This is an optimization exercise on Yosys and OpenROAD, whose aim is small area, not a production implementation. Power figures rest on the tool's default switching activity, not on a simulated workload.

## cpu
module cpu(
    input           clk,
    input           rst,
    output [31:0]   pc,
    input  [31:0]   imem_data,
    output          dmem_en,
    output          dmem_we,
    output [3:0]    dmem_be,
    output [9:0]    dmem_addr,
    output [31:0]   dmem_wdata,
    input  [31:0]   dmem_rdata,
    output [31:0]   out_reg6,
    output [31:0]   out_reg7,
    output [31:0]   out_reg15,
    output [31:0]   out_reg16
);
    localparam F_ADD = 5'd0, F_SUB = 5'd1, F_AND = 5'd2, F_OR = 5'd3, F_XOR = 5'd4,
               F_NOR = 5'd5, F_LUI = 5'd6, F_SLT = 5'd7, F_SLTU = 5'd8, F_MDHI = 5'd9,
               F_P = 5'd12, F_HI = 5'd13, F_LO = 5'd14, F_CLZ = 5'd15, F_MUL = 5'd16;
    localparam H_MUL = 2'd0, H_DIV = 2'd1, H_RS = 2'd2;
    localparam S_W = 2'd0, S_H = 2'd1, S_B = 2'd2;
    reg  [31:0] pc_r;
    reg  [31:0] id_instr;
    reg  [31:0] id_pc4;
    reg         f_stall, f_is_rs, f_is_rt;
    reg  [31:0] f_rs, f_rt;
    wire        n_stall, n_is_rs, n_is_rt;
    wire [31:0] n_rs, n_rt;
    reg  [31:0] e_a, e_b, e_p;
    reg  [4:0]  e_fn;
    reg         e_hw, e_lw, e_sga, e_sgb;
    reg  [1:0]  e_hsrc;
    reg         e_men, e_mwe, e_msg;
    reg  [1:0]  e_msz;
    reg         e_wena, e_mfc0;
    reg  [4:0]  e_rdc;
    reg  [31:0] m_val;
    reg  [11:0] m_addr;
    reg         m_en, m_we, m_sg;
    reg  [1:0]  m_sz;
    reg         m_wena, m_mfc0;
    reg  [4:0]  m_rdc;
    reg  [31:0] w_val;
    reg         w_wena;
    reg  [4:0]  w_rdc;
    reg  [31:0] hi_r, lo_r;
    wire        stall = n_stall;
    reg ph_p, ph_n;
    always @(posedge clk or posedge rst)
        if (rst) ph_p <= 1'b0;
  ...
Size in the first run: about 9900 cells after synthesis, about 270 I/O pins, about 120000 um2 of cells after synthesis.
export LEC_CHECK = 0
export ABC_AREA = 1
export CAP_MARGIN = 40
export CORE_MARGIN = 2
export CORE_UTILIZATION = 65
export PLACE_DENSITY = 0.75
export SLEW_MARGIN = 40
create_clock -name core_clock -period 500.0 [get_ports {clk}]
standard.sh (not shown) runs the stock make flow with config.mk's settings and CLKGATE_MAP_FILE= SYNTH_SCRIPT=/design/flow/synth_recipe.tcl, a recipe that flattens the netlist after the stock synthesis.
==> flow/flow/run.sh <==
#!/bin/bash
# 1. the standard synthesis, unchanged.
# 2. Area-oriented re-mapping of its combinational gates (flow/remap.tcl);
#    registers, adder cells and tie cells are untouched.
# 3. the standard layout of that netlist, with ports buffered by the
#    smallest buffer and a clock tree with larger leaf clusters and no
#    dummy loads.
# Each tool's output goes to a log file of its own in this folder.
set -euo pipefail
W=$PWD
bash standard.sh synth > log_1_synth.log 2>&1
R=orfs/results/$FLOW_PLATFORM/cpu/base
cp $R/1_2_yosys.v standard_synth.v
mv orfs orfs_synth
YOSYS=$(command -v yosys || echo $FLOW_HOME/../tools/install/yosys/bin/yosys)
REMAP_LIB=$FLOW_HOME/platforms/$FLOW_PLATFORM/lib/sky130_fd_sc_hd__tt_025C_1v80.lib \
REMAP_IN=$W/standard_synth.v REMAP_OUT=$W/remapped.v REMAP_TOP=$FLOW_TOP \
REMAP_SCRIPT=$W/flow/remap.abc REMAP_DIR=$W \
  $YOSYS -c flow/remap.tcl > log_2_remap.log 2>&1
bash standard.sh \
  "SYNTH_NETLIST_FILES=$W/remapped.v" \
  "BUFFER_PORTS_ARGS=-buffer_cell sky130_fd_sc_hd__buf_1" \
  "CTS_ARGS=-sink_clustering_enable -repair_clock_nets -dont_use_dummy_load -buf_list sky130_fd_sc_hd__clkbuf_8 -sink_clustering_size 12 -sink_clustering_max_diameter 100" \
  finish > log_3_layout.log 2>&1
Other scripts of this flow, unchanged in this note and not shown: flow/flow/remap.abc, flow/flow/remap.tcl
The first run passed the timing, DRC and antenna checks.
Next try:
- CAP_MARGIN: 40 -> 25
- CORE_UTILIZATION: 65 -> 55
- PLACE_DENSITY: 0.75 -> 0.65
- SLEW_MARGIN: 40 -> 25
Effect:
- hold slack improved by 0.035 ns
- synthesized area stays the same
- wire length went up by 0.94%
- setup slack degrades by 0.37 ns
- clock-buffer cell count does not change
- total power is higher by 0.73%
- synthesized cell count does not change
- clock skew decreases by 0.011 ns
- register-to-register slack degrades by 0.37 ns
No run of this note included a check of the RTL's function; only the layout flow was run.
